Context: an optimization exercise on an open-source flow, tuned for small area. The choices shown serve that exercise and are no tape-out recipe.
In this exercise RTL edits were held to simulation tests only and were not proved equivalent to the original.
In runs 5 to 8 the design's own scripts or RTL, not TritonCTS, make the clock network.
The flow treats the clock pin as an ideal source. Dropping or thinning the clock tree relies on that and would not hold on a real chip.
Power is estimated from default activity; no workload was simulated.

==> design.v <==
module enable_gen (
    input  wire       clk_100mhz,
    input  wire       reset,
    output reg  [1:0] digit,
    output wire       blink,
    output wire       en_set,    
    output wire       c9         
);
    reg [5:0] p;
    reg [3:0] b;
    reg [3:0] c;
    wire tick    = p[5] & p[4] & p[1];         
    wire carry_a = tick & digit[1] & digit[0];
    wire carry_b = carry_a & b[3] & b[0];      
    assign blink  = c[0];
    assign c9     = c[3] & c[0];
    assign en_set = carry_b & ~c[1] & (c[0] ? c[3] : c[2]);     
    always @(posedge clk_100mhz or posedge reset) begin
        if (reset) begin
            p     <= 6'd0;
            digit <= 2'd0;
            b     <= 4'd0;
            c     <= 4'd0;
        end else begin
            p[0] <= ~p[0];
            p[1] <= (p[1] ^ p[0]) & ~tick;
            p[2] <= p[2] ^ (p[1] & p[0]);
            p[3] <= p[3] ^ (p[2] & p[1] & p[0]);
            p[4] <= (p[4] ^ (p[3] & p[2] & p[1] & p[0])) & ~tick;
            p[5] <= (p[5] ^ (p[4] & p[3] & p[2] & p[1] & p[0])) & ~tick;
            digit[0] <= digit[0] ^ tick;
            digit[1] <= digit[1] ^ (tick & digit[0]);
            b[0] <= b[0] ^ carry_a;
            b[1] <= b[1] ^ (carry_a & b[0] & ~b[3]);
            b[2] <= b[2] ^ (carry_a & b[0] & b[1]);
            b[3] <= b[3] ^ (carry_a & b[0] & (b[3] | b[1] & b[2]));
            c[0] <= c[0] ^ carry_b;
            c[1] <= c[1] ^ (carry_b & c[0] & ~c[3]);
            c[2] <= c[2] ^ (carry_b & c[0] & c[1]);
            c[3] <= c[3] ^ (carry_b & c[0] & (c[3] | c[1] & c[2]));
        end
    end
endmodule
module top (
    input  wire       clk,
    input  wire       reset,
    input  wire       pause,
    input  wire       adjust,
    input  wire       select,
    output reg  [6:0] seg,
    output reg  [3:0] anode
);
    reg [2:0] MinL, SecL;
    reg [3:0] MinR, SecR;
    wire [1:0] digit;
    wire       blink, en_set, c9;
    enable_gen clkenbl (
        .clk_100mhz (clk),
        .reset      (reset),
        .digit      (digit),
        .blink      (blink),
        .en_set     (en_set),
        .c9         (c9)
    );
    wire go    = ~pause & en_set;
    wire secr9 = SecR[3] & SecR[0];
    wire secl5 = SecL[2] & SecL[0];
    wire e_sr = go & (adjust ? select : c9);
    wire e_sl = e_sr & secr9;
    wire e_mr = go & (adjust ? ~select : c9 & secr9 & secl5);
    wire e_ml = e_mr & MinR[3] & MinR[0];
    always @(posedge clk or posedge reset) begin
        if (reset) begin
            SecR <= 4'd0;
            SecL <= 3'd0;
            MinR <= 4'd0;
            MinL <= 3'd0;
        end else begin
            SecR[0] <= SecR[0] ^ e_sr;
            SecR[1] <= SecR[1] ^ (e_sr & SecR[0] & ~SecR[3]);
            SecR[2] <= SecR[2] ^ (e_sr & SecR[0] & SecR[1]);
            SecR[3] <= SecR[3] ^ (e_sr & SecR[0] & (SecR[3] | SecR[1] & SecR[2]));
            SecL[0] <= SecL[0] ^ e_sl;
            SecL[1] <= SecL[1] ^ (e_sl & SecL[0] & ~SecL[2]);
            SecL[2] <= SecL[2] ^ (e_sl & SecL[0] & (SecL[2] | SecL[1]));
            MinR[0] <= MinR[0] ^ e_mr;
            MinR[1] <= MinR[1] ^ (e_mr & MinR[0] & ~MinR[3]);
            MinR[2] <= MinR[2] ^ (e_mr & MinR[0] & MinR[1]);
            MinR[3] <= MinR[3] ^ (e_mr & MinR[0] & (MinR[3] | MinR[1] & MinR[2]));
            MinL[0] <= MinL[0] ^ e_ml;
            MinL[1] <= MinL[1] ^ (e_ml & MinL[0] & ~MinL[2]);
            MinL[2] <= MinL[2] ^ (e_ml & MinL[0] & (MinL[2] | MinL[1]));
        end
    end
    reg [3:0] d;
    always @(*) begin
        case (digit)
            2'd0: begin anode = 4'b0111; d = {1'b0, MinL}; end
            2'd1: begin anode = 4'b1011; d = MinR; end
            2'd2: begin anode = 4'b1101; d = {1'b0, SecL}; end
            default: begin anode = 4'b1110; d = SecR; end
        endcase
    end
    wire blank = blink & adjust & (select == digit[1]);
    always @(*) begin
        seg[6] = ~d[3] & ~d[1] & (d[2] ^ d[0]);           
        seg[5] = ~d[3] & d[2] & (d[1] ^ d[0]);            
        seg[4] = ~d[3] & ~d[2] & d[1] & ~d[0];            
        seg[3] = ~d[3] & (d[2] ? ~(d[1] ^ d[0]) : ~d[1] & d[0]);  
        seg[2] = d[0] | ~d[3] & d[2] & ~d[1];             
        seg[1] = ~d[3] & (d[1] & d[0] | ~d[2] & (d[1] | d[0]));  
        seg[0] = ~d[3] & (d[2] ? d[1] & d[0] : ~d[1]);        
        seg = seg | {7{blank}};
    end
endmodule
==> constraint.sdc <==
create_clock -name core_clock -period 10.0 [get_ports {clk}]
set_input_delay 2.0000 -clock core_clock [delete_from_list [all_inputs] [get_ports {clk}]]
set_output_delay 2.0000 -clock core_clock [all_outputs]
set_load 0.01 [all_outputs]
==> config.mk <==
export PLATFORM = sky130hd
export DESIGN_NAME = top
export DESIGN_NICKNAME = top
export VERILOG_FILES = /design/flow/design.v
export SDC_FILE = /design/flow/constraint.sdc
export NUM_CORES = 4
export LEC_CHECK = 0
export CAP_MARGIN = 20
export CORE_MARGIN = 2
export CORE_UTILIZATION = 40
export SLEW_MARGIN = 20
==> run.sh <==
#!/bin/bash
# synth_recipe.tcl (not shown) runs the flow's synth.tcl, then flattens the netlist and writes it again
# the make line also repeats each setting of config.mk as NAME=value (left out here)
make -C /OpenROAD-flow-scripts/flow DESIGN_CONFIG=/design/flow/config.mk WORK_HOME=/design/flow/orfs CLKGATE_MAP_FILE= SYNTH_SCRIPT=/design/flow/synth_recipe.tcl finish
==> impl_metrics.ini, run 1 <==
[power]
share_of_total_power_consumed_by_net_switching = 0.1980
p_leak_nw = 0.8129
power_switching_w = 0.00004982
power.ir.vdd_worst_v = 0.00007088
cell_internal_pwr_w = 0.0002018
comb_power_share = 0.043
power-per-cell-area_mw_per_mm2 = 134.6
power.share.sequential = 0.488
share_clk_of_total_power = 0.469

[sta]
final_max_slew_viol_count = 0
slew_headroom = 0.5983
timing.final.hold_violations = 0
setup_repair_after_global_routing_missed_its_margin = false
min_period_ns = 5.659
tns_ns = 0
timing.final.crit_share = 0.5659
max_freq_mhz = 176.7
setup_viol_count_final = 0
worst_hold_slack_ns = 0.4841
layout_setup_ws_ns = 4.341
finClkSkew_ns = 0.004757
worst-slew-pin-transition_ns = 0.6017

[route]
drt-total-wl_um = 2637
num_vias = 1046
routed_wire_length_per_instance_um = 12.68
drc = 0
dr.pass1.iters = 4
dr.first_iter.drc_count = 16
routed_via_density = 5.029
antenna_violating_nets_post_route = 0

[min_path]
holdPathStages = 1
whs_endpoint = clkenbl.b[0]
hold_path_class = flip-flop to flip-flop
hp-start = clkenbl.b[0]

[placement]
dp_hpwl_um = 2022
gp_congestion = 0.7569
post-place-ws_ns = 4.336
place.port_buffers = 15

[final_layout]
proportion_of_layout_cells_with_a_drive_suffix_above_1 = 0.08125
nFillCells = 335
final_cell_mix = dfrtp_1, clkdlybuf4s50_1, xnor2_1, nand2_1, ha_1
seq_area_um2 = 750.7
nets = 175
multi_input_comb_area_um2 = 760.7
final_common_cell = dfrtp_1
antenna-diode-count = 0
area_delta_synth_final_pct = 19.14

[worst_setup_path]
regToRegStartpoint = clkenbl.digit[1]
crit_required_ns = 8.00
type_of_element_capturing_the_critical_path = primary output
reg2reg_slack_ns = 8.13
startpoint = select
critical_path_fanout_max = 7
timing.critical_path.arrival_ns = 3.66
crit_path_start_kind = primary input
setup_crit_path_kind = primary input to primary output
regToRegEndpoint = SecL[1]
timing.reg2reg.worst_path_depth = 6

[clocking]
cts_buffers = 5
cts_tree = yes
clk_root_buffer_cell = clkbuf_8
ctsLongestPathBuffers = 2
cts_hold_buf = 0
clkLatencyLatePin_ns = 0.28
post_cts_buffers = 0
clock_tree.htree_level_count = 2
post_cts_resized = 0
cts_num_sinks = 30
cts.reportedPaths.clkPinSlew_ns = 0.06

[die]
die_w_um = 66.63
design.portCount = 16
start_util = 0.4222
core_region_area_mm2 = 0.003716
die-height_um = 66.63
std_cell_rows = 22
die_area_mm2 = 0.004440

[synthesis]
yosys_register_bits = 30
postSynthNetCount = 155
post_synth_edffs = 0
cells_after_synth = 139
netlist-cell-type-count = 33
post_synth.cell_area_avg_um2 = 11.29
synth_top_area_share = 0.4785
synth_flop_cell = dfrtp_1
yosys.area.top_type = dfrtp_1
synth_area_mm2 = 0.001569
yosysWarnings = 2
synth.top_cells.by_area = dfrtp_1, ha_1, xnor2_1, mux2i_1, mux4_2
synth_sequential_area_ratio = 0.4785
async_flop_share = 1.000

[global_route]
overflow = 0
first_global_vias = 1058
largest_net_degree_at_the_start_of_global_routing = 31
grtUsageTotal = 0.1461
antenna_violations_before_repair = 0
grt_first_pass_wirelength_um = 4802

[outcome]
status = finished clean

[flow_run]
cap_viol_max_count = 0
-- final cells by class --
| cell class | instances | share of cell area |
|---|---|---|
| repair buffers | 15 | 0.08032 |
| flip-flops and latches | 30 | 0.4016 |
| clock inverters | 1 | 0.01606 |
| clock buffers | 7 | 0.04083 |
| multi-input cells | 96 | 0.4070 |
| inverters | 11 | 0.02209 |
| well taps | 48 | 0.03213 |
-- how the worst max path moves through the flow --
| stage | end | slack (ns) |
|---|---|---|
| global placement | seg[2] | 4.38 |
| detailed placement | seg[4] | 4.34 |
| CTS | seg[4] | 4.33 |
| finish | seg[5] | 4.34 |
| floorplan | seg[1] | 5.51 |
| global route | seg[5] | 4.23 |
-- cell families after synthesis --
family | count (synthesis) | share of synthesized area
AO/OA/AOI/OAI | 16 | 0.06938
XOR/XNOR | 15 | 0.08373
adder cells (fa/ha/maj) | 11 | 0.08772
buffers and inverters | 13 | 0.03668
flip-flops | 30 | 0.4785
multiplexers | 11 | 0.09728
AND/OR/NAND/NOR | 43 | 0.1467
-- cells in the mapped netlist (all sizes together) (2+ instances only) --
cell type and count:
dfrtp 30, xnor2 13, ha 11, inv 11
nand2 11, nand2b 10, mux2i 7, nand3 7
o21ai 6, and2 3, mux4 3, nor3 3
o31ai 3, buf 2, nor4 2, xor2 2
-- flip-flops by register name, summed over array words and instances (netlist names) --
signal	flops
clkenbl.p	6
MinR	4
clkenbl.c	4
clkenbl.b	4
clkenbl.digit	2
SecL	3
SecR	4
MinL	3
-- critical path: stages --
cell	delay, ns
clkdlybuf4s50_1	0.52
xnor2_1	0.13
nand3_1	0.25
o31ai_1	0.16
clkdlybuf4s50_1	0.60
-- power by group through the flow --
| stage | Sequential, W | Combinational, W | Clock [W] |
|---|---|---|---|
| final | 0.000123 | 0.0000107 | 0.000118 |
| after global routing | 0.000123 | 0.0000122 | 0.000128 |
| after CTS | 0.000123 | 0.0000110 | 0.000123 |
| after detailed placement | 0.000125 | 0.0000110 | 0 |
| after global placement | 0.000125 | 0.0000106 | 0 |
| after floorplan | 0.000125 | 0.00000570 | 0 |
-- routing by layer --
layer / GRT usage / part of all wire / vias to the layer above / wire length [um]
met5: 0 / 0 / - / 0
met4: 0.06122 / 0.020 / 0 / 52
met3: 0.04054 / 0.030 / 6 / 78
met2: 0.2300 / 0.48 / 11 / 1253
met1: 0.1887 / 0.48 / 511 / 1253
li1: - / - / 518 / -
-- metrics by stage --
stage	instances	util	instance area, um2	power, W
final	208	0.5030	1869	0.0002516
after global routing	208	0.5030	1869	0.0002628
after CTS	208	0.5030	1869	0.0002565
after detailed placement	200	0.4744	1763	0.0001360
after global placement	200	0.4744	1763	0.0001357
after floorplan	139	-	1569	0.0001306
==> run 2, diff against run 1 <==
==> flow/run.sh (new file) <==
#!/bin/bash
# Standard ORFS layout, with the smallest port buffers and a lean clock tree.
set -euo pipefail
export BUFFER_PORTS_ARGS="-buffer_cell sky130_fd_sc_hd__buf_1"
export CTS_ARGS="-sink_clustering_enable -repair_clock_nets -root_buf sky130_fd_sc_hd__clkbuf_4 -buf_list sky130_fd_sc_hd__clkbuf_4 -sink_clustering_size 30 -dont_use_dummy_load"
bash standard.sh > standard.log 2>&1
==> standard.sh (new file) <==
#!/bin/bash
# synth_recipe.tcl (not shown) runs the flow's synth.tcl, then flattens the netlist and writes it again
# the make line also repeats each setting of config.mk as NAME=value (left out here)
make -C /OpenROAD-flow-scripts/flow DESIGN_CONFIG=/design/flow/config.mk WORK_HOME=/design/flow/orfs CLKGATE_MAP_FILE= SYNTH_SCRIPT=/design/flow/synth_recipe.tcl "${@:-finish}"
removed: run.sh
==> run 2 against run 1 <==
Against the previous run:
- via count rose by 1.2%
- design area fell by 7.9%
- sequential share of layout area rose by 3.4 points
- sequential cell count did not move
- area after synthesis did not move
- clock power fell by about 50%
- first-iteration DRC count rose by 140%
- critical path depth did not move
- count of clock-buffer cells in the layout fell by 2
- global-route usage barely moved
- critical path type unchanged
- critical endpoint is now seg[2]
- largest cell class unchanged
- largest power group unchanged
==> impl_metrics.ini, run 2 <==
[die]
design.portCount = 16
die_w_um = 66.63
std_cell_rows = 22
core_region_area_mm2 = 0.003716
start_util = 0.4222
die_area_mm2 = 0.004440
die-height_um = 66.63

[global_route]
overflow = 0
grt_most_used_layer = met2
gr-usage-met1 = 0.1858
met3_usage = 0.04730
global_route.usage.met2 = 0.2363
grt_first_pass_wirelength_um = 4864
grtUsageTotal = 0.1465
largest_net_degree_at_the_start_of_global_routing = 19
first_global_vias = 1113
antenna_violations_before_repair = 0

[synthesis]
yosys_register_bits = 30
synth.top_cells.by_area = dfrtp_1, ha_1, xnor2_1, mux2i_1, mux4_2
netlist-cell-type-count = 33
yosys.area.top_type = dfrtp_1
dominant_combinational_cell_family_by_area_after_synthesis = simple AND/OR/NAND/NOR gates
async_flop_share = 1.000
synth_area_mm2 = 0.001569
yosys-top-cells-count = dfrtp_1, xnor2_1, ha_1, inv_1, nand2_1
cells_after_synth = 139
synth_sequential_area_ratio = 0.4785
post_synth_mux_area_share = 0.09729
post-synth-top-count-cell = dfrtp_1
post_synth_edffs = 0
yosysWarnings = 2
synth_top_area_share = 0.4785
postSynthNetCount = 155
yosys.area_share.simple = 0.1467
synth-adder-area-share = 0.08772
synth_xor_area_frac = 0.08373
synth_flop_cell = dfrtp_1
post_synth.cell_area_avg_um2 = 11.29
synth-compound-area-share = 0.06938

[route]
drc = 0
dr.pass1.iters = 4
routed_via_density = 5.141
num_vias = 1059
routed_wire_length_per_instance_um = 13.09
dr.first_iter.drc_count = 38
drt-total-wl_um = 2696
antenna_violating_nets_post_route = 0

[clocking]
clkLatencyLatePin_ns = 0.32
clk_root_buffer_cell = clkbuf_4
cts_tree = yes
cts_num_sinks = 30
post_cts_resized = 0
clock_tree.htree_level_count = 2
ctsLongestPathBuffers = 2
post_cts_buffers = 0
cts.reportedPaths.clkPinSlew_ns = 0.08
cts_hold_buf = 0
cts_buffers = 5

[sta]
finClkSkew_ns = 0.02354
final_max_slew_viol_count = 0
worst_hold_slack_ns = 0.4740
timing.final.hold_violations = 0
setup_viol_count_final = 0
setup_repair_after_global_routing_missed_its_margin = false
min_period_ns = 4.916
timing.final.crit_share = 0.4916
max_freq_mhz = 203.4
slew_headroom = 0.5239
worst-slew-pin-transition_ns = 0.7134
tns_ns = 0

[power]
p_leak_nw = 0.7512
cell_internal_pwr_w = 0.0001488
comb_power_share = 0.048
share_of_total_power_consumed_by_net_switching = 0.2221
power_switching_w = 0.00004249
power-per-cell-area_mw_per_mm2 = 111.1
share_clk_of_total_power = 0.311
power.share.sequential = 0.641
power.ir.vdd_worst_v = 0.00006466

[final_layout]
seq_area_um2 = 750.7
final_common_cell = dfrtp_1
area_delta_synth_final_pct = 9.729
antenna-diode-count = 0
registers.top_by_ff_count = clkenbl.p
proportion_of_layout_cells_with_a_drive_suffix_above_1 = 0.07595
final_cell_mix = dfrtp_1, buf_1, xnor2_1
finalInstanceArea_mm2 = 0.001722
nFillCells = 355
nets = 176
multi_input_comb_area_um2 = 760.7
largest_reg_flops = 6

[worst_setup_path]
timing.reg2reg.worst_path_depth = 6
timing.critical_path.arrival_ns = 2.92
critical_path_fanout_max = 7
crit_path_start_kind = primary input
setup_crit_path_kind = primary input to primary output
crit_required_ns = 8.00
type_of_element_capturing_the_critical_path = primary output

[outcome]
status = finished clean

[placement]
gp_congestion = 0.7735
place.port_buffers = 15
placed_area_mm2 = 0.001684
dp_hpwl_um = 2074

[min_path]
holdPathStages = 1
hold_path_class = flip-flop to flip-flop

[flow_run]
cap_viol_max_count = 0
run 2: cell counts after synthesis:
No cell type changed its count.
run 2: power groups by stage:
stage               Clock [W]  Combinational, W  Sequential (W)
finish              0.0000594        0.00000918        0.000123
global route        0.0000682         0.0000107        0.000123
CTS                 0.0000631        0.00000953        0.000123
detailed placement          0        0.00000949        0.000125
global placement            0        0.00000818        0.000125
floorplan                   0        0.00000570        0.000125
run 2: logic make-up (layout without fill, tap and decap cells):
| kind of cell | count (synthesis) | count (layout) |
|---|---|---|
| simple gates | 43 | 43 |
| flops | 30 | 30 |
| compound gates | 16 | 16 |
| xor+xnor | 15 | 15 |
| buf+inv | 13 | 32 |
| fa+ha+maj | 11 | 11 |
| mux | 11 | 11 |
run 2: critical path: stages:
cell and delay (ns):
buf_1 0.14, xnor2_1 0.13, nand3_1 0.26, o311ai_1 0.20, buf_1 0.19
run 2: final timing paths:
path,start,end,slack (ns)
min in group asynchronous,reset,clkenbl.p[1],1.75
hold / removal,clkenbl.b[2],clkenbl.b[2],0.47
max in group asynchronous,reset,MinL[0],7.69
setup / recovery,select,seg[2],5.08
setup reg to reg,clkenbl.digit[1],SecL[1],8.11
hold reg to reg,clkenbl.b[2],clkenbl.b[2],0.47
run 2: area by class of cell:
class                           count  area share
Multi-Input combinational cell     96      0.4419
Sequential cell                    30      0.4360
Timing Repair Buffer               16     0.04142
Tap cell                           48     0.03488
Inverter                           11     0.02398
Clock buffer                        5     0.02180
run 2: per-layer routing:
layer / share of wire / wire length, um
met1: 0.47 / 1267
met2: 0.48 / 1297
met3: 0.033 / 89
met4: 0.015 / 41
met5: 0 / 0
run 2: metrics by stage:
stage                power, W  worst slack, ns  cells    util
finish              0.0001913            5.084    206  0.4633
global route        0.0002019            5.029    206  0.4633
CTS                 0.0001953            5.102    206  0.4633
detailed placement  0.0001346            5.105    201  0.4532
global placement    0.0001332            5.155    200  0.4492
floorplan           0.0001306            5.507    139       -
==> run 3, diff against run 2 <==
==> flow/run.sh (replaced) <==
#!/bin/bash
# Standard ORFS layout with three changes:
#  - after the standard synthesis, the combinational cells are mapped again
#    with an area-only ABC script (registers, their names and cells untouched);
#  - the smallest buffer on each port;
#  - a lean clock tree.
set -euo pipefail
export BUFFER_PORTS_ARGS="-buffer_cell sky130_fd_sc_hd__buf_1"
export CTS_ARGS="-sink_clustering_enable -repair_clock_nets -root_buf sky130_fd_sc_hd__clkbuf_4 -buf_list sky130_fd_sc_hd__clkbuf_4 -sink_clustering_size 30 -dont_use_dummy_load"

R=orfs/results/sky130hd/top/base
LIB=$FLOW_HOME/platforms/sky130hd/lib/sky130_fd_sc_hd__tt_025C_1v80.lib
YOSYS=$FLOW_HOME/../tools/install/yosys/bin/yosys
[[ -x $YOSYS ]] || YOSYS=yosys

bash standard.sh synth > synth.log 2>&1

cp $R/1_2_yosys.v std_synth.v
DU=$(sed -n 's/^export DONT_USE_CELLS.*//; /^ *sky130/p' $FLOW_HOME/platforms/sky130hd/config.mk | tr -d '\\' | xargs -n1 | sed 's/^/-dont_use /' | xargs)
cat > remap.ys <<EOY
read_liberty -ignore_miss_func $LIB
read_verilog std_synth.v
hierarchy -top top
setattr -mod -set blackbox 1 sky130_fd_sc_hd__df*
flatten
rename -hide w:*.*
opt_clean -purge
abc -liberty $LIB $DU -script $PWD/flow/area.abc
opt_clean -purge
hilomap -singleton -hicell sky130_fd_sc_hd__conb_1 HI -locell sky130_fd_sc_hd__conb_1 LO
insbuf -buf sky130_fd_sc_hd__buf_4 A X
opt_clean -purge
tee -o remap_stat.txt stat -liberty $LIB
write_verilog -noexpr -noattr -nohex -nodec remap.v
EOY
$YOSYS -s remap.ys > remap.log 2>&1
cp remap.v $R/1_2_yosys.v
rm -f $R/1_synth.odb $R/1_synth.sdc

bash standard.sh > standard.log 2>&1
==> flow/area.abc (new file) <==
strash
dch -f
amap
==> run 3 against run 2 <==
Against the previous run:
- design area down 8.6%
- non-clock buffer count shrank 1
- still clean on timing, DRC and antenna
- core utilization up 0.47 points
- combinational power shrank about 40%
- clock skew fell by 0.012 ns
- register-to-register slack worse by 1.2 ns
- area after synthesis fell by 9.3%
- die area down 8.8%
- cell count increased by 15%
==> impl_metrics.ini, run 3 <==
[clocking]
cts_num_sinks = 30
clkLatencyLatePin_ns = 0.32
post_cts_buffers = 0
cts_hold_buf = 0
clock_tree.htree_level_count = 2
ctsLongestPathBuffers = 2
cts_buffers = 5
cts.reportedPaths.clkPinSlew_ns = 0.07
clk_root_buffer_cell = clkbuf_4
cts_tree = yes
post_cts_resized = 0

[placement]
placed_area_mm2 = 0.001536
place.port_buffers = 15
dp_hpwl_um = 2224
post-place-ws_ns = 5.134
gp_congestion = 0.8042

[final_layout]
nets = 198
area_delta_synth_final_pct = 10.64
registers.top_by_ff_count = clkenbl.p
nFillCells = 362
antenna-diode-count = 0
proportion_of_layout_cells_with_a_drive_suffix_above_1 = 0.03141
finalInstanceArea_mm2 = 0.001574
final_cell_mix = dfrtp_1, clkinv_1, nor2_1, nand2_1, a21oi_1
largest_reg_flops = 6
postLayoutCoreUtil = 0.4680

[sta]
slew_headroom = 0.5885
min_period_ns = 4.861
final_max_slew_viol_count = 0
timing.final.crit_share = 0.4861
max_freq_mhz = 205.7
setup_viol_count_final = 0
worst_hold_slack_ns = 0.4857
tns_ns = 0
timing.final.hold_violations = 0
worst-slew-pin-transition_ns = 0.6164
setup_repair_after_global_routing_missed_its_margin = false
layout_setup_ws_ns = 5.139
finClkSkew_ns = 0.01177

[synthesis]
yosysWarnings = 2
postSynthNetCount = 176
synth_area_mm2 = 0.001423
cells_after_synth = 171
post_synth.cell_area_avg_um2 = 8.319

[power]
p_leak_nw = 0.6465
power.ir.vdd_worst_v = 0.00005556
power-per-cell-area_mw_per_mm2 = 118.9

[global_route]
grtUsageTotal = 0.1591
first_global_vias = 1179
overflow = 0
antenna_violations_before_repair = 0
grt_first_pass_wirelength_um = 4864
largest_net_degree_at_the_start_of_global_routing = 31

[outcome]
status = finished clean

[route]
routed_via_density = 5.089
drt-total-wl_um = 2770
routed_wire_length_per_instance_um = 11.69
drc = 0
antenna_violating_nets_post_route = 0
num_vias = 1206
dr.first_iter.drc_count = 57
dr.pass1.iters = 5

[worst_setup_path]
critical_path_fanout_max = 7
type_of_element_capturing_the_critical_path = primary output
timing.critical_path.arrival_ns = 2.86
crit_required_ns = 8.00
crit_path_start_kind = primary input
setup_crit_path_kind = primary input to primary output

[die]
core_region_area_mm2 = 0.003363
std_cell_rows = 21
design.portCount = 16
die_w_um = 63.64
die-height_um = 63.64
start_util = 0.4230
die_area_mm2 = 0.004049

[flow_run]
cap_viol_max_count = 0

[min_path]
hold_path_class = flip-flop to flip-flop
[run 3: cell count changes in the layout (fill, tap and decap cells not counted), moves of 4 or more]
cell      before  now
clkinv_1       0   30
nor2_1         1   28
nand2b_1      10    0
inv_1         11    0
nand2_1       11   19
ha_1          11    0
o221ai_1       0    4
mux2i_1        7    0
a21oi_1        1   18
xnor2_1       13    0
o21ai_0        5    9
[run 3: worst paths after layout]
check | start | endpoint | slack (ns) | cells after the start
min in group asynchronous | reset | clkenbl.digit[1] | 1.72 | 2
max reg2reg | clkenbl.p[1] | SecL[1] | 6.94 | 16
min | MinL[2] | MinL[2] | 0.49 | 1
max | select | seg[1] | 5.14 | 6
max in group asynchronous | reset | MinR[0] | 7.87 | 2
min reg2reg | MinL[2] | MinL[2] | 0.49 | 1
[run 3: cell type report]
cell class	instances	area, um2	area share
clock buffer	5	37.54	0.02385
inverter	31	116.4	0.07393
multi-input combinational	110	555.5	0.3529
sequential	30	750.7	0.4769
tap	46	57.56	0.03657
timing repair buffer	15	56.30	0.03577
[run 3: critical path, cell delays in order]
cell      delay [ns]
buf_1           0.11
clkinv_1        0.11
o22ai_1         0.13
nand3_1         0.20
o31ai_1         0.13
buf_1           0.18
[run 3: power by group]
part / internal [W] / leakage [nW] / switching, W / total (W)
clock network: 0.0000234 / 0.0230 / 0.0000354 / 0.0000588
logic: 0.00000126 / 0.266 / 0.00000425 / 0.00000551
registers: 0.000122 / 0.358 / 0.000000637 / 0.000123
total: 0.000147 / 0.646 / 0.0000403 / 0.000187
[run 3: metal layers]
layer | vias to the layer above | share of wire | global-route usage
met5 | - | 0 | 0
met4 | 0 | 0.019 | 0.07337
met3 | 4 | 0.043 | 0.05893
met2 | 26 | 0.48 | 0.2632
met1 | 551 | 0.45 | 0.1821
li1 | 625 | - | -
[run 3: stage by stage]
step	cells	power, W
floorplan	171	0.0001288
global placement	232	0.0001307
detailed placement	232	0.0001309
CTS	237	0.0001916
global route	237	0.0001974
finish	237	0.0001872
==> run 4, diff against run 3 <==
--- a/design.v
+++ b/design.v
@@ -10,5 +10,5 @@
     reg [3:0] b;
     reg [3:0] c;
-    wire tick    = p[5] & p[4] & p[1];         
+    wire tick    = p[0] & p[1] & p[2] & ~p[4];    
     wire carry_a = tick & digit[1] & digit[0];
     wire carry_b = carry_a & b[3] & b[0];      
@@ -18,15 +18,15 @@
     always @(posedge clk_100mhz or posedge reset) begin
         if (reset) begin
-            p     <= 6'd0;
+            p     <= 6'd14;
             digit <= 2'd0;
             b     <= 4'd0;
             c     <= 4'd0;
         end else begin
-            p[0] <= ~p[0];
-            p[1] <= (p[1] ^ p[0]) & ~tick;
-            p[2] <= p[2] ^ (p[1] & p[0]);
-            p[3] <= p[3] ^ (p[2] & p[1] & p[0]);
-            p[4] <= (p[4] ^ (p[3] & p[2] & p[1] & p[0])) & ~tick;
-            p[5] <= (p[5] ^ (p[4] & p[3] & p[2] & p[1] & p[0])) & ~tick;
+            p[0] <= ~(p[5] ^ p[4]);
+            p[1] <= p[0] & ~tick;
+            p[2] <= p[1];
+            p[3] <= p[2];
+            p[4] <= p[3] | tick;
+            p[5] <= p[4];
             digit[0] <= digit[0] ^ tick;
             digit[1] <= digit[1] ^ (tick & digit[0]);
@@ -103,13 +103,14 @@
     end
     wire blank = blink & adjust & (select == digit[1]);
+    wire t7 = d[2] & d[1] & d[0];
+    wire sa = ~d[3] & ~d[1] & (d[2] ^ d[0]);               
     always @(*) begin
-        seg[6] = ~d[3] & ~d[1] & (d[2] ^ d[0]);           
-        seg[5] = ~d[3] & d[2] & (d[1] ^ d[0]);            
-        seg[4] = ~d[3] & ~d[2] & d[1] & ~d[0];            
-        seg[3] = ~d[3] & (d[2] ? ~(d[1] ^ d[0]) : ~d[1] & d[0]);  
-        seg[2] = d[0] | ~d[3] & d[2] & ~d[1];             
-        seg[1] = ~d[3] & (d[1] & d[0] | ~d[2] & (d[1] | d[0]));  
-        seg[0] = ~d[3] & (d[2] ? d[1] & d[0] : ~d[1]);        
-        seg = seg | {7{blank}};
+        seg[6] = blank | sa;
+        seg[5] = blank | d[2] & (d[1] ^ d[0]);              
+        seg[4] = blank | ~d[2] & d[1] & ~d[0];              
+        seg[3] = blank | sa | t7;                           
+        seg[2] = blank | d[0] | d[2] & ~d[1];               
+        seg[1] = blank | ~d[3] & ~d[2] & (d[1] | d[0]) | t7;  
+        seg[0] = blank | ~(d[3] | d[2] | d[1]) | t7;        
     end
 endmodule
==> flow/area.abc (replaced) <==
strash
dc2
dch -f
amap
==> run 4 against run 3 <==
Against the previous run:
- non-clock buffer count is the same
- via count shrank 9.1%
- sequential cell count is the same
- clock power grew 3.9%
- synthesized cell count shrank 11%
- critical endpoint is now seg[3]
- worst setup slack lost 0.12 ns
- count of clock-buffer cells in the layout is the same
- sequential power is essentially flat
- die area shrank 4.4%
==> impl_metrics.ini, run 4 <==
[die]
die-height_um = 62.21
core_region_area_mm2 = 0.003284
die_w_um = 62.21
start_util = 0.4126
die_area_mm2 = 0.003869
std_cell_rows = 21
design.portCount = 16

[route]
drt-total-wl_um = 2540
routed_via_density = 5.005
routed_wire_length_per_instance_um = 11.60
dr.first_iter.drc_count = 37
drc = 0
dr.pass1.iters = 3
antenna_violating_nets_post_route = 0
num_vias = 1096

[global_route]
grt_first_pass_wirelength_um = 4671
largest_net_degree_at_the_start_of_global_routing = 31
antenna_violations_before_repair = 0
grtUsageTotal = 0.1582
first_global_vias = 1064
overflow = 0

[placement]
dp_hpwl_um = 1968
dpl.cell_count = 214
post-place-ws_ns = 5.019
gp_congestion = 0.8032
place.port_buffers = 15
placed_area_mm2 = 0.001469

[final_layout]
final_cell_mix = nor2_1, dfrtp_1, nand2_1, clkinv_1, buf_1
antenna-diode-count = 0
finalInstanceArea_mm2 = 0.001506
registers.top_by_ff_count = clkenbl.p
proportion_of_layout_cells_with_a_drive_suffix_above_1 = 0.05202
final_common_cell = nor2_1
area_delta_synth_final_pct = 11.17
largest_reg_flops = 6
postLayoutCoreUtil = 0.4587
seq_area_um2 = 754.5
layout.cells.non_filler = 219
nFillCells = 325
nets = 180
multi_input_comb_area_um2 = 536.8

[clocking]
cts_num_sinks = 30
cts_hold_buf = 0
ctsLongestPathBuffers = 2
clkLatencyLatePin_ns = 0.33
cts_tree = yes
post_cts_buffers = 0
clock_tree.htree_level_count = 2
cts.reportedPaths.clkPinSlew_ns = 0.08
cts_buffers = 5
clk_root_buffer_cell = clkbuf_4
post_cts_resized = 0

[sta]
setup_repair_after_global_routing_missed_its_margin = false
timing.final.crit_share = 0.4977
min_period_ns = 4.977
max_freq_mhz = 200.9
slew_headroom = 0.5906
timing.final.hold_violations = 0
layout_setup_ws_ns = 5.023
finClkSkew_ns = 0.01645
tns_ns = 0
final_max_slew_viol_count = 0
setup_viol_count_final = 0
worst-slew-pin-transition_ns = 0.6131

[synthesis]
post_synth.cell_area_avg_um2 = 8.857
synth_area_mm2 = 0.001355
cells_after_synth = 153
postSynthNetCount = 158
yosysWarnings = 2

[min_path]
hp-start = clkenbl.p[2]
hold_path_class = flip-flop to flip-flop
holdPathStages = 0
whs_endpoint = clkenbl.p[3]

[worst_setup_path]
timing.critical_path.arrival_ns = 2.98
timing.reg2reg.worst_path_depth = 12
crit_required_ns = 8.00
regToRegEndpoint = SecL[1]
regToRegStartpoint = clkenbl.digit[1]
type_of_element_capturing_the_critical_path = primary output
crit_path_start_kind = primary input
critical_path_fanout_max = 5
reg2reg_slack_ns = 6.78
setup_crit_path_kind = primary input to primary output

[power]
p_leak_nw = 0.6465
power.ir.vdd_worst_v = 0.00008265
power-per-cell-area_mw_per_mm2 = 125.4

[flow_run]
cap_viol_max_count = 0

[outcome]
status = finished clean
[run 4: report_power, final]
group          internal (W)  switching [W]   total [W]
clock network     0.0000234      0.0000377   0.0000611
registers          0.000122    0.000000530    0.000122
logic            0.00000159     0.00000399  0.00000557
[run 4: area by class of cell]
cell class / instances / area share
clock buffers: 5 / 0.02492
inverters: 17 / 0.04236
multi-input cells: 106 / 0.3563
flip-flops and latches: 30 / 0.5008
well taps: 46 / 0.03821
repair buffers: 15 / 0.03738
[run 4: per-layer routing]
metal / wire length [um] / global-route usage / vias to the layer above
met1: 1196 / 0.1924 / 499
met4: 48 / 0.05833 / 0
met3: 115 / 0.06522 / 5
met5: 0 / 0 / -
met2: 1179 / 0.2527 / 16
li1: - / - / 576
[run 4: critical path, cell delays in order]
cell	delay, ns
buf_1	0.09
o2111ai_1	0.38
o31ai_1	0.16
or2_0	0.22
buf_1	0.13
[run 4: worst max path at each step]
stage / startpoint / to / slack [ns] / cells past startpoint
2_1_floorplan: select / seg[3] / 5.26 / 3
3_3_place_gp: select / seg[3] / 5.08 / 5
3_5_place_dp: select / seg[3] / 5.02 / 5
4_1_cts: select / seg[3] / 5.01 / 5
5_1_grt: select / seg[3] / 4.89 / 5
6_report: select / seg[3] / 5.02 / 5
[run 4: stage by stage]
step                      total power, W  hold WS [ns]
after floorplan                0.0001282        0.3539
after global placement         0.0001301        0.3555
after detailed placement       0.0001303        0.3573
after CTS                      0.0001912        0.3705
after global routing           0.0001990        0.3770
final                          0.0001888        0.3692
==> run 5, diff against run 4 <==
--- a/flow/run.sh
+++ b/flow/run.sh
@@ -4,5 +4,6 @@
 #    with an area-only ABC script (registers, their names and cells untouched);
 #  - the smallest buffer on each port;
-#  - a lean clock tree.
+#  - the clock tree rebuilt as NBUF buffers fed by the clock port, each
+#    driving one cluster of registers (flow/kbuf.tcl).
 set -euo pipefail
 export BUFFER_PORTS_ARGS="-buffer_cell sky130_fd_sc_hd__buf_1"
@@ -38,3 +39,9 @@
 rm -f $R/1_synth.odb $R/1_synth.sdc
 
+bash standard.sh $PWD/$R/4_1_cts.odb > standard_to_cts.log 2>&1
+PLATFORM_DIR=$FLOW_HOME/platforms/sky130hd IN_ODB=$R/4_1_cts.odb IN_SDC=$R/4_cts.sdc \
+  OUT_ODB=$PWD/kbuf.odb NBUF=${NBUF:-2} BUF_CELL=sky130_fd_sc_hd__${BUF:-buf_6} \
+  openroad -no_init -exit flow/kbuf.tcl > kbuf.log 2>&1
+cp kbuf.odb $R/4_1_cts.odb
+
 bash standard.sh > standard.log 2>&1
==> flow/kbuf.tcl (new file) <==
# Rebuild the clock net as K buffers of one cell type, each fed by the clock
# port and driving one cluster of the registers (clustered by location).
set P $::env(PLATFORM_DIR)
read_lef $P/lef/sky130_fd_sc_hd.tlef
read_lef $P/lef/sky130_fd_sc_hd_merged.lef
read_liberty $P/lib/sky130_fd_sc_hd__tt_025C_1v80.lib
read_db $::env(IN_ODB)
read_sdc $::env(IN_SDC)
source $P/setRC.tcl
set block [ord::get_db_block]
set db [ord::get_db]
set K $::env(NBUF)
set master [$db findMaster $::env(BUF_CELL)]
set clk [$block findNet clk]

# collect the clock buffers (driven from clk, transitively) and the sinks
set bufs {}
set sinks {}
set todo [list $clk]
while {[llength $todo]} {
  set net [lindex $todo 0]; set todo [lrange $todo 1 end]
  foreach it [$net getITerms] {
    if {[$it isOutputSignal]} continue
    set inst [$it getInst]
    set mn [[$inst getMaster] getName]
    if {[string match "*clkbuf*" $mn] || [string match "*clkinv*" $mn]} {
      lappend bufs $inst
      lappend todo [[$inst findITerm X] getNet]
    } else {
      lappend sinks $it
    }
  }
}
puts "found [llength $bufs] clock buffers, [llength $sinks] sinks"
foreach b $bufs {
  set onet [[$b findITerm X] getNet]
  foreach it [$onet getITerms] { if {[$it getInst] ne $b} { $it disconnect } }
  [$b findITerm A] disconnect
  [$b findITerm X] disconnect
  odb::dbInst_destroy $b
  odb::dbNet_destroy $onet
}
# k-means on sink locations
set pts {}
foreach it $sinks { set l [[$it getInst] getLocation]; lappend pts [list [lindex $l 0] [lindex $l 1]] }
set n [llength $pts]
set sorted [lsort -integer -index 0 $pts]
set cents {}
for {set k 0} {$k < $K} {incr k} { lappend cents [lindex $sorted [expr {int(($k + 0.5) * $n / $K)}]] }
for {set iter 0} {$iter < 50} {incr iter} {
  set asg {}
  foreach p $pts {
    set best 0; set bd 1e30
    for {set k 0} {$k < $K} {incr k} {
      set c [lindex $cents $k]
      set d [expr {abs([lindex $p 0]-[lindex $c 0]) + abs([lindex $p 1]-[lindex $c 1])}]
      if {$d < $bd} { set bd $d; set best $k }
    }
    lappend asg $best
  }
  set new {}
  for {set k 0} {$k < $K} {incr k} {
    set sx 0; set sy 0; set m 0
    foreach p $pts a $asg { if {$a == $k} { set sx [expr {$sx + [lindex $p 0]}]; set sy [expr {$sy + [lindex $p 1]}]; incr m } }
    if {$m} { lappend new [list [expr {$sx / $m}] [expr {$sy / $m}]] } else { lappend new [lindex $cents $k] }
  }
  set cents $new
}
for {set k 0} {$k < $K} {incr k} {
  set net [odb::dbNet_create $block "clknet_$k"]
  $net setSigType CLOCK
  set b [odb::dbInst_create $block $master "clkbuf_$k"]
  [$b findITerm A] connect $clk
  [$b findITerm X] connect $net
  set c [lindex $cents $k]
  $b setLocation [expr {int([lindex $c 0])}] [expr {int([lindex $c 1])}]
  $b setPlacementStatus PLACED
  foreach it $sinks a $asg { if {$a == $k} { $it connect $net } }
}
foreach it $sinks { if {[$it getNet] eq "NULL"} { error "unconnected sink" } }
detailed_placement
check_placement
set_propagated_clock [all_clocks]
estimate_parasitics -placement
set m 0
foreach pin [get_pins -hierarchical */CLK] { set s [get_property $pin slew_max]; if {$s > $m} {set m $s} }
puts "MAXCLKSLEW $m"
report_clock_skew
report_check_types -max_slew -max_capacitance -violators
write_db $::env(OUT_ODB)
==> run 5 against run 4 <==
Against the previous run:
- first-iteration DRC count rose by 16%
- critical path depth stayed put
- sequential share of layout area grew 0.50 points
- combinational power about the same
- via count fell by 1.6%
- largest power group unchanged
==> impl_metrics.ini, run 5 <==
[placement]
placed_area_mm2 = 0.001469
place.port_buffers = 15
gp_congestion = 0.8032
dpl.cell_count = 214
dp_hpwl_um = 1968

[sta]
tns_ns = 0
worst_hold_slack_ns = 0.3737
min_period_ns = 4.977
setup_viol_count_final = 0
timing.final.crit_share = 0.4977
max_freq_mhz = 200.9
finClkSkew_ns = 0.02096
final_max_slew_viol_count = 0
timing.final.hold_violations = 0
worst-slew-pin-transition_ns = 0.6088
slew_headroom = 0.5935
setup_repair_after_global_routing_missed_its_margin = false

[die]
die_w_um = 62.21
die-height_um = 62.21
die_area_mm2 = 0.003869
core_region_area_mm2 = 0.003284
design.portCount = 16
start_util = 0.4126
std_cell_rows = 21

[power]
cell_internal_pwr_w = 0.0001394
share_clk_of_total_power = 0.267
power.share.sequential = 0.701
p_leak_nw = 0.6356
power_switching_w = 0.00003493
power-per-cell-area_mw_per_mm2 = 116.9
share_of_total_power_consumed_by_net_switching = 0.2003
comb_power_share = 0.032
power.ir.vdd_worst_v = 0.00006616

[worst_setup_path]
setup_crit_path_kind = primary input to primary output
critical_path_fanout_max = 5
cpPeakStageDelay_ns = 0.38
timing.critical_path.arrival_ns = 2.98
type_of_element_capturing_the_critical_path = primary output
worst_path_max_delay_cell = o2111ai_1
reg2reg_slack_ns = 6.76
critical_path.most_common_cell = buf_1
crit_path_start_kind = primary input
crit_required_ns = 8.00
crit_chain = buf_1 > o2111ai_1 > o31ai_1 > or2_0 > buf_1

[global_route]
first_global_vias = 1053
antenna_violations_before_repair = 0
grtUsageTotal = 0.1465
largest_net_degree_at_the_start_of_global_routing = 31
gr-usage-met1 = 0.1972
grt_most_used_layer = met2
global_route.usage.met2 = 0.2514
overflow = 0
grt_first_pass_wirelength_um = 4595
met3_usage = 0.02174

[min_path]
hold_path_class = flip-flop to flip-flop

[synthesis]
synth_area_mm2 = 0.001355
yosysWarnings = 2
post_synth.cell_area_avg_um2 = 8.857
postSynthNetCount = 158
cells_after_synth = 153

[final_layout]
final_common_cell = nor2_1
layout.cells.non_filler = 216
registers.top_by_ff_count = clkenbl.p
area_delta_synth_final_pct = 10.06
proportion_of_layout_cells_with_a_drive_suffix_above_1 = 0.03529
finalInstanceArea_mm2 = 0.001491
postLayoutCoreUtil = 0.4541
nets = 177
antenna-diode-count = 0
largest_reg_flops = 6
nFillCells = 324
final_cell_mix = nor2_1, dfrtp_1, nand2_1, clkinv_1, buf_1

[clocking]
clkLatencyLatePin_ns = 0.14
cts.reportedPaths.clkPinSlew_ns = 0.11
post_cts_buffers = 0
post_cts_resized = 0
cts_hold_buf = 0
cts_num_sinks = 30

[flow_run]
cap_viol_max_count = 0

[route]
num_vias = 1078
antenna_violating_nets_post_route = 0
dr.first_iter.drc_count = 43
drt-total-wl_um = 2490
routed_wire_length_per_instance_um = 11.53
drc = 0
dr.pass1.iters = 3
routed_via_density = 4.991

[outcome]
status = finished clean
## run 5: metrics by stage
stage	total power [W]	worst slack, ns
floorplan	0.0001282	5.261
global placement	0.0001301	5.084
detailed placement	0.0001303	5.019
CTS	0.0001912	5.012
global route	0.0001818	4.885
finish	0.0001744	5.023
## run 5: worst max-delay path: cells and delay by family
kind	cells	cell delay [ns]
AO/OA/AOI/OAI	2	0.54
buffers and inverters	2	0.22
AND/OR/NAND/NOR	1	0.22
## run 5: power groups by stage
stage	sequential (W)	clock (W)	combinational, W
floorplan	0.000124	0	0.00000381
global placement	0.000125	0	0.00000555
detailed placement	0.000125	0	0.00000580
CTS	0.000122	0.0000632	0.00000582
global route	0.000122	0.0000528	0.00000672
finish	0.000122	0.0000466	0.00000556
## run 5: path summary, 6_finish.rpt
| kind | startpoint | end | cells past startpoint |
|---|---|---|---|
| max | select | seg[3] | 5 |
| min | clkenbl.p[2] | clkenbl.p[3] | 0 |
| max reg2reg | clkenbl.digit[1] | SecL[1] | 12 |
| min reg2reg | clkenbl.p[2] | clkenbl.p[3] | 0 |
| max in group asynchronous | reset | SecR[1] | 2 |
| min in group asynchronous | reset | clkenbl.b[1] | 2 |
## run 5: routing by layer
metal | vias up | routed length (um)
li1 | 567 | -
met1 | 496 | 1214
met2 | 12 | 1172
met3 | 3 | 73
met4 | 0 | 29
met5 | - | 0
## run 5: final cells by class
cell class	count	area (um2)	share of cell area
plain buffers	2	22.52	0.01510
inverters	17	63.81	0.04279
multi-input cells	106	536.8	0.3599
flip-flops and latches	30	754.5	0.5059
well taps	46	57.56	0.03859
repair buffers	15	56.30	0.03775
==> run 6, diff against run 5 <==
==> flow/area.abc (replaced) <==
strash
&get -n
&st
&syn2
&put
dch -f
amap
==> run 6 against run 5 <==
Against the previous run:
- hold slack worse by 0.0010 ns
- die area is 1.8% lower
- core utilization rose by 1.7 points
- cell count is 5.6% lower
- sequential power hardly changed
- total power is 0.80% lower
- critical path depth rose by 1
- largest cell class unchanged
- combinational power is 21% lower
- still clean on timing, DRC and antenna
- area after synthesis down 1.9%
==> impl_metrics.ini, run 6 <==
[outcome]
status = finished clean

[power]
power-per-cell-area_mw_per_mm2 = 118.3
p_leak_nw = 0.6044
power.ir.vdd_worst_v = 0.00008499

[min_path]
hold_path_class = flip-flop to flip-flop

[final_layout]
registers.top_by_ff_count = clkenbl.p
final_cell_mix = dfrtp_1, nor2_1, nand2_1, clkinv_1, buf_1
antenna-diode-count = 0
proportion_of_layout_cells_with_a_drive_suffix_above_1 = 0.03750
area_delta_synth_final_pct = 10.08
layout.cells.non_filler = 204
largest_reg_flops = 6
postLayoutCoreUtil = 0.4714
nets = 167
final_common_cell = dfrtp_1

[synthesis]
post_synth.cell_area_avg_um2 = 9.292
synth_area_mm2 = 0.001329
yosysWarnings = 2
cells_after_synth = 143
postSynthNetCount = 148

[sta]
finClkSkew_ns = 0.003190
final_max_slew_viol_count = 0
slew_headroom = 0.5292
worst-slew-pin-transition_ns = 0.6883
min_period_ns = 5.462
timing.final.hold_violations = 0
tns_ns = 0
setup_viol_count_final = 0
setup_repair_after_global_routing_missed_its_margin = false
timing.final.crit_share = 0.5462
max_freq_mhz = 183.1

[worst_setup_path]
type_of_element_capturing_the_critical_path = primary output
crit_required_ns = 8.00
setup_crit_path_kind = primary input to primary output
crit_path_start_kind = primary input
timing.critical_path.arrival_ns = 3.46
critical_path_fanout_max = 4
reg2reg_slack_ns = 7.12

[clocking]
cts.reportedPaths.clkPinSlew_ns = 0.10
cts_num_sinks = 30
clkLatencyLatePin_ns = 0.13
post_cts_resized = 0
post_cts_buffers = 0
cts_hold_buf = 0

[route]
drt-total-wl_um = 2459
antenna_violating_nets_post_route = 0
dr.first_iter.drc_count = 61
routed_wire_length_per_instance_um = 12.05
drc = 0
num_vias = 1041
routed_via_density = 5.103
dr.pass1.iters = 4

[global_route]
first_global_vias = 957
grt_first_pass_wirelength_um = 4312
grtUsageTotal = 0.1527
antenna_violations_before_repair = 0
largest_net_degree_at_the_start_of_global_routing = 31
overflow = 0

[die]
core_region_area_mm2 = 0.003103
die-height_um = 61.64
std_cell_rows = 20
die_w_um = 61.64
design.portCount = 16
die_area_mm2 = 0.003799
start_util = 0.4282

[flow_run]
cap_viol_max_count = 0

[placement]
dpl.cell_count = 202
dp_hpwl_um = 1903
place.port_buffers = 15
gp_congestion = 0.7760
run 6: worst paths after layout:
| kind | startpoint | to | cells after the start |
|---|---|---|---|
| max | adjust | seg[5] | 6 |
| min | clkenbl.p[1] | clkenbl.p[2] | 0 |
| max reg2reg | clkenbl.p[2] | MinL[1] | 11 |
| min reg2reg | clkenbl.p[1] | clkenbl.p[2] | 0 |
| max in group asynchronous | reset | clkenbl.digit[0] | 2 |
| min in group asynchronous | reset | clkenbl.b[2] | 2 |
run 6: through the flow:
step	instance area [um2]	hold WS, ns	power, W	setup WS [ns]
floorplan	1329	0.3539	0.0001270	5.037
global placement	1440	0.3554	0.0001286	4.577
detailed placement	1440	0.3609	0.0001289	4.542
CTS	1478	0.3710	0.0001903	4.532
global route	1463	0.3784	0.0001807	4.244
finish	1463	0.3727	0.0001730	4.538
run 6: cell type report:
cell class / instances / area, um2
Inverter: 16 / 60.06
Fill cell: 327 / 1640
Tap cell: 44 / 55.05
Buffer: 2 / 22.52
Timing Repair Buffer: 15 / 56.30
Multi-Input combinational cell: 97 / 514.2
Sequential cell: 30 / 754.5
run 6: critical path, cell delays in order:
cell	delay (ns)
buf_1	0.10
clkinv_1	0.11
a2111oi_0	0.65
clkinv_1	0.27
o21ai_0	0.15
buf_1	0.17
run 6: metal layers:
layer	vias to the layer above	GRT usage	share of wire
met5	-	0	0
met4	0	0.04559	0.013
met3	3	0.01891	0.030
met2	18	0.2511	0.45
met1	478	0.2114	0.51
li1	542	-	-
run 6: power by group:
part,leakage (nW),total [W],internal [W],switching [W]
logic,0.210,0.00000441,0.000000941,0.00000347
clock network,0.0121,0.0000467,0.0000161,0.0000305
registers,0.382,0.000122,0.000122,0.000000331
total,0.604,0.000173,0.000139,0.0000343
==> run 7, diff against run 6 <==
--- a/flow/run.sh
+++ b/flow/run.sh
@@ -40,8 +40,17 @@
 
 bash standard.sh $PWD/$R/4_1_cts.odb > standard_to_cts.log 2>&1
-PLATFORM_DIR=$FLOW_HOME/platforms/sky130hd IN_ODB=$R/4_1_cts.odb IN_SDC=$R/4_cts.sdc \
-  OUT_ODB=$PWD/kbuf.odb NBUF=${NBUF:-2} BUF_CELL=sky130_fd_sc_hd__${BUF:-buf_6} \
-  openroad -no_init -exit flow/kbuf.tcl > kbuf.log 2>&1
-cp kbuf.odb $R/4_1_cts.odb
+# Try the clock buffer options from the smallest area up, and keep the first
+# whose worst register clock slew (placement estimate) is at most 100 ps; if
+# none qualifies, keep the standard clock tree.
+for opt in "1 buf_8" "2 buf_4" "1 buf_12" "2 buf_6" "2 clkbuf_8"; do
+  set -- $opt
+  rm -f kbuf.odb
+  if PLATFORM_DIR=$FLOW_HOME/platforms/sky130hd IN_ODB=$R/4_1_cts.odb IN_SDC=$R/4_cts.sdc \
+      OUT_ODB=$PWD/kbuf.odb NBUF=$1 BUF_CELL=sky130_fd_sc_hd__$2 MAX_SLEW=0.100 \
+      openroad -no_init -exit flow/kbuf.tcl > kbuf_$1_$2.log 2>&1 && [[ -f kbuf.odb ]]; then
+    cp kbuf.odb $R/4_1_cts.odb
+    break
+  fi
+done
 
 bash standard.sh > standard.log 2>&1
--- a/flow/kbuf.tcl
+++ b/flow/kbuf.tcl
@@ -86,4 +86,6 @@
 foreach pin [get_pins -hierarchical */CLK] { set s [get_property $pin slew_max]; if {$s > $m} {set m $s} }
 puts "MAXCLKSLEW $m"
+if {$m > $::env(MAX_SLEW)} { puts "KBUF_REJECT"; exit 1 }
+puts "KBUF_OK"
 report_clock_skew
 report_check_types -max_slew -max_capacitance -violators
--- a/config.mk
+++ b/config.mk
@@ -8,4 +8,5 @@
 export CAP_MARGIN = 20
 export CORE_MARGIN = 2
-export CORE_UTILIZATION = 40
+export CORE_UTILIZATION = 70
+export PLACE_DENSITY = 0.8
 export SLEW_MARGIN = 20
==> run 7 against run 6 <==
Against the previous run:
- cell count down 9.3%
- global-route usage is 9.8 points higher
- die area fell by 40%
- hold slack got worse by 0.00071 ns
- sequential share of layout area up 0.67 points
- routed wire length increased by 3.4%
- combinational power down 1%
- critical path type unchanged
==> impl_metrics.ini, run 7 <==
[sta]
timing.final.hold_violations = 0
slew_headroom = 0.5775
setup_viol_count_final = 0
max_freq_mhz = 184.5
setup_repair_after_global_routing_missed_its_margin = false
tns_ns = 0
min_period_ns = 5.421
worst_hold_slack_ns = 0.3719
finClkSkew_ns = 0.002823
timing.final.crit_share = 0.5421
worst-slew-pin-transition_ns = 0.6178
final_max_slew_viol_count = 0

[worst_setup_path]
crit_path_start_kind = primary input
crit_required_ns = 8.00
cpPeakStageDelay_ns = 0.61
setup_crit_path_kind = primary input to primary output
type_of_element_capturing_the_critical_path = primary output
timing.reg2reg.worst_path_depth = 11
timing.critical_path.arrival_ns = 3.42
critical_path_fanout_max = 4
crit_chain = buf_1 > clkinv_1 > a2111oi_0 > clkinv_1 > o21ai_0 > buf_1
worst_path_max_delay_cell = a2111oi_0

[placement]
dpl.cell_count = 183
place.port_buffers = 15
dp_hpwl_um = 1922
gp_congestion = 0.8722

[final_layout]
area_delta_synth_final_pct = 8.663
antenna-diode-count = 0
nets = 167
proportion_of_layout_cells_with_a_drive_suffix_above_1 = 0.03750
largest_reg_flops = 6
final_cell_mix = dfrtp_1, nor2_1, nand2_1, clkinv_1, buf_1
final_common_cell = dfrtp_1
registers.top_by_ff_count = clkenbl.p
layout.cells.non_filler = 185

[power]
power-per-cell-area_mw_per_mm2 = 120.2
p_leak_nw = 0.6067
power.ir.vdd_worst_v = 0.0001403

[route]
dr.first_iter.drc_count = 29
dr.pass1.iters = 4
routed_via_density = 5.849
drc = 0
antenna_violating_nets_post_route = 0
drt-total-wl_um = 2542
routed_wire_length_per_instance_um = 13.74
num_vias = 1082

[global_route]
antenna_violations_before_repair = 0
overflow = 0
grt_first_pass_wirelength_um = 3967
largest_net_degree_at_the_start_of_global_routing = 31
first_global_vias = 955
grtUsageTotal = 0.2510

[die]
design.portCount = 16
start_util = 0.7532
die_w_um = 47.57
die-height_um = 47.57
die_area_mm2 = 0.002263
core_region_area_mm2 = 0.001764
std_cell_rows = 15

[clocking]
clkLatencyLatePin_ns = 0.15
cts_hold_buf = 0
cts.reportedPaths.clkPinSlew_ns = 0.09
post_cts_buffers = 0
post_cts_resized = 0
cts_num_sinks = 30

[flow_run]
cap_viol_max_count = 0

[synthesis]
yosysWarnings = 2
post_synth.cell_area_avg_um2 = 9.292
cells_after_synth = 143
postSynthNetCount = 148
synth_area_mm2 = 0.001329

[outcome]
status = finished clean

[min_path]
hold_path_class = flip-flop to flip-flop
holdPathStages = 0
==> run 7: layout make-up <==
| class | count | area, um2 |
|---|---|---|
| fill | 130 | 320.3 |
| buffer | 2 | 27.53 |
| sequential | 30 | 754.5 |
| inverter | 16 | 60.06 |
| timing repair buffer | 15 | 56.30 |
| multi-input combinational | 97 | 514.2 |
| tap | 25 | 31.28 |
==> run 7: where the power goes <==
group | internal [W] | switching (W) | total [W]
sequential | 0.000122 | 0.000000355 | 0.000122
combinational | 0.000000941 | 0.00000341 | 0.00000435
clock | 0.0000185 | 0.0000289 | 0.0000474
total | 0.000141 | 0.0000327 | 0.000174
==> run 7: worst paths after layout <==
path	slack, ns	start	end
min	0.37	clkenbl.p[2]	clkenbl.p[3]
max	4.58	adjust	seg[6]
max reg2reg	6.98	clkenbl.p[2]	MinL[1]
min in group asynchronous	1.88	reset	clkenbl.p[0]
min reg2reg	0.37	clkenbl.p[2]	clkenbl.p[3]
max in group asynchronous	7.72	reset	SecR[1]
==> run 7: layer usage <==
layer,GRT usage,wire (um)
met5,0,0
met4,0.02703,7
met3,0.04528,121
met2,0.4703,1347
met1,0.3146,1065
==> run 7: per-stage QoR <==
stage	power (W)	setup WS, ns	instance area [um2]	util
after floorplan	0.0001270	5.037	1329	-
after global placement	0.0001285	4.657	1416	0.8028
after detailed placement	0.0001287	4.578	1416	0.8028
after CTS	0.0001861	4.577	1454	0.8241
after global routing	0.0001781	4.445	1444	0.8184
final	0.0001736	4.579	1444	0.8184
==> run 7: critical path: cells and delay by family <==
family	cells	cell delay [ns]
compound gates	2	0.75
buf+inv	4	0.68
==> run 8, diff against run 7 <==
--- a/flow/run.sh
+++ b/flow/run.sh
@@ -41,11 +41,11 @@
 bash standard.sh $PWD/$R/4_1_cts.odb > standard_to_cts.log 2>&1
 # Try the clock buffer options from the smallest area up, and keep the first
-# whose worst register clock slew (placement estimate) is at most 100 ps; if
+# whose worst register clock slew (placement estimate) is at most 112 ps; if
 # none qualifies, keep the standard clock tree.
-for opt in "1 buf_8" "2 buf_4" "1 buf_12" "2 buf_6" "2 clkbuf_8"; do
+for opt in "1 buf_8" "2 buf_4" "1 buf_12" "2 buf_6" "1 clkbuf_16" "2 clkbuf_8"; do
   set -- $opt
   rm -f kbuf.odb
   if PLATFORM_DIR=$FLOW_HOME/platforms/sky130hd IN_ODB=$R/4_1_cts.odb IN_SDC=$R/4_cts.sdc \
-      OUT_ODB=$PWD/kbuf.odb NBUF=$1 BUF_CELL=sky130_fd_sc_hd__$2 MAX_SLEW=0.100 \
+      OUT_ODB=$PWD/kbuf.odb NBUF=$1 BUF_CELL=sky130_fd_sc_hd__$2 MAX_SLEW=0.112 \
       openroad -no_init -exit flow/kbuf.tcl > kbuf_$1_$2.log 2>&1 && [[ -f kbuf.odb ]]; then
     cp kbuf.odb $R/4_1_cts.odb
==> flow/area.abc (replaced) <==
strash
&get -n
&st
&syn2
&put
dch -f
amap
mfs3 -a
==> run 8 against run 7 <==
Against the previous run:
- combinational power increased by 0.9%
- fmax fell by 0.61%
- die area shrank 0.36%
- routed wire length grew 5.5%
- hold slack improved by 0.0013 ns
- first-iteration DRC count did not move
- via count up 0.65%
- synthesized cell count down 1.4%
- sequential cell count is the same
- area after synthesis is 0.38% lower
==> impl_metrics.ini, run 8 <==
[outcome]
status = finished clean

[final_layout]
antenna-diode-count = 0
seq_area_um2 = 754.5
largest_reg_flops = 6
final_common_cell = dfrtp_1
nFillCells = 121
area_delta_synth_final_pct = 8.318
nets = 165
registers.top_by_ff_count = clkenbl.p
proportion_of_layout_cells_with_a_drive_suffix_above_1 = 0.03797
multi_input_comb_area_um2 = 516.7
final_cell_mix = dfrtp_1, nor2_1, nand2_1, buf_1, clkinv_1

[clocking]
clkLatencyLatePin_ns = 0.13
cts.reportedPaths.clkPinSlew_ns = 0.08
post_cts_buffers = 0
cts_num_sinks = 30
cts_hold_buf = 0
post_cts_resized = 0

[worst_setup_path]
crit_chain = buf_1 > clkinv_1 > a2111oi_0 > clkinv_1 > o211ai_1 > buf_1
type_of_element_capturing_the_critical_path = primary output
critical_path_fanout_max = 4
worst_path_max_delay_cell = a2111oi_0
crit_path_start_kind = primary input
cpPeakStageDelay_ns = 0.63
setup_crit_path_kind = primary input to primary output
crit_required_ns = 8.00
timing.critical_path.arrival_ns = 3.45

[route]
routed_wire_length_per_instance_um = 14.65
num_vias = 1089
routed_via_density = 5.951
highest_layer = met4
wl_met1_um = 1101
drt-total-wl_um = 2681
drc = 0
met2_length_um = 1385
wl_met3_um = 129
dr.first_iter.drc_count = 29
antenna_violating_nets_post_route = 0
dr.pass1.iters = 4

[power]
totalPowerFinal_w = 0.0001708
power-per-cell-area_mw_per_mm2 = 119.1
power.ir.vdd_worst_v = 0.0001207
p_leak_nw = 0.6041

[global_route]
largest_net_degree_at_the_start_of_global_routing = 31
antenna_violations_before_repair = 0
first_global_vias = 1012
grtUsageTotal = 0.2823
grt_first_pass_wirelength_um = 4395
overflow = 0

[synthesis]
synth_area_mm2 = 0.001324
yosysWarnings = 2
post_synth.cell_area_avg_um2 = 9.388
cells_after_synth = 141
postSynthNetCount = 146

[placement]
dp_hpwl_um = 2060
gp_congestion = 0.8873
place.port_buffers = 15

[sta]
max_freq_mhz = 183.3
min_period_ns = 5.454
finClkSkew_ns = 0.01879
worst-slew-pin-transition_ns = 0.6724
tns_ns = 0
worst_hold_slack_ns = 0.3732
timing.final.hold_violations = 0
setup_viol_count_final = 0
setup_repair_after_global_routing_missed_its_margin = false
timing.final.crit_share = 0.5454
slew_headroom = 0.5401
final_max_slew_viol_count = 0

[min_path]
hold_path_class = flip-flop to flip-flop

[die]
die_area_mm2 = 0.002255
core_region_area_mm2 = 0.001745
design.portCount = 16
die_w_um = 47.49
std_cell_rows = 15
die-height_um = 47.49
start_util = 0.7584

[flow_run]
cap_viol_max_count = 0
run 8: final timing paths:
kind | start | slack (ns) | to | cells past startpoint
max | adjust | 4.55 | seg[2] | 6
min | clkenbl.p[2] | 0.37 | clkenbl.p[3] | 0
max reg2reg | clkenbl.p[2] | 6.96 | MinL[2] | 10
min reg2reg | clkenbl.p[2] | 0.37 | clkenbl.p[3] | 0
max in group asynchronous | reset | 7.68 | MinL[0] | 2
min in group asynchronous | reset | 1.90 | clkenbl.b[1] | 2
run 8: cell type report:
| type | count | area share |
|---|---|---|
| timing repair buffer | 15 | 0.03927 |
| multi-input combinational | 97 | 0.3604 |
| sequential | 30 | 0.5262 |
| buffer | 2 | 0.01571 |
| inverter | 14 | 0.03665 |
| tap | 25 | 0.02181 |
run 8: where the power goes:
part	internal, W	total, W	leakage, nW	switching [W]
registers	0.000122	0.000122	0.382	0.000000292
clock network	0.0000161	0.0000445	0.0121	0.0000284
logic	0.000000941	0.00000439	0.210	0.00000345
run 8: per-stage QoR:
stage          setup slack (ns)  cells  utilization  area [um2]
2_1_floorplan             5.037    141            -        1324
3_3_place_gp              4.674    181       0.8086        1411
3_5_place_dp              4.608    181       0.8086        1411
4_1_cts                   4.603    186       0.8301        1449
5_1_grt                   4.381    183       0.8215        1434
6_report                  4.546    183       0.8215        1434
run 8: routing by layer:
layer,global-route usage,vias up
met3,0.05660,8
li1,-,535
met5,0,-
met4,0.1167,0
met1,0.3393,514
met2,0.4946,32
run 8: worst max-delay path, delay by kind of cell:
kind | cells | cell delay, ns
buffers and inverters | 4 | 0.66
AOI/OAI and AO/OA | 2 | 0.79

-- port drivers added, routing unchanged --
How much do the figures lean on ideal ports? The routed layouts below were timed once more, with nothing changed but the port constraints.
Step 1, drivers: a clkbuf_16 drives clk and a buf_2 each remaining input, both assumed.
Step 2, shift: input delay + t, output delay - t, t = (earliest + latest rising clock arrival at the registers) / 2. This alone moves slack from input paths to output paths.
a / b / c = no drivers / after step 1 / after step 2; a / b = the first two.
run | t (ns) | slack for setup (ns) | worst slew at a driven data input, ns | pins driven straight from the clock port
run 1 | 0.299 | 4.341 / 4.320 / 4.320 | 0.03 | 1
run 2 | 0.330 | 5.084 / 5.063 / 5.063 | 0.03 | 1
run 3 | 0.341 | 5.139 / 5.116 / 5.116 | 0.04 | 1
run 4 | 0.341 | 5.023 / 5.003 / 5.003 | 0.03 | 1
run 5 | 0.161 | 5.023 / 5.003 / 5.003 | 0.03 | 2
run 6 | 0.161 | 4.538 / 4.511 / 4.511 | 0.03 | 2
run 7 | 0.178 | 4.579 / 4.553 / 4.553 | 0.03 | 2
run 8 | 0.157 | 4.546 / 4.521 / 4.521 | 0.03 | 2
After both steps every run listed still meets setup and hold. For run 6, which loses most, drivers alone change the setup slack by -0.027 ns; drivers and shift together by -0.027 ns.
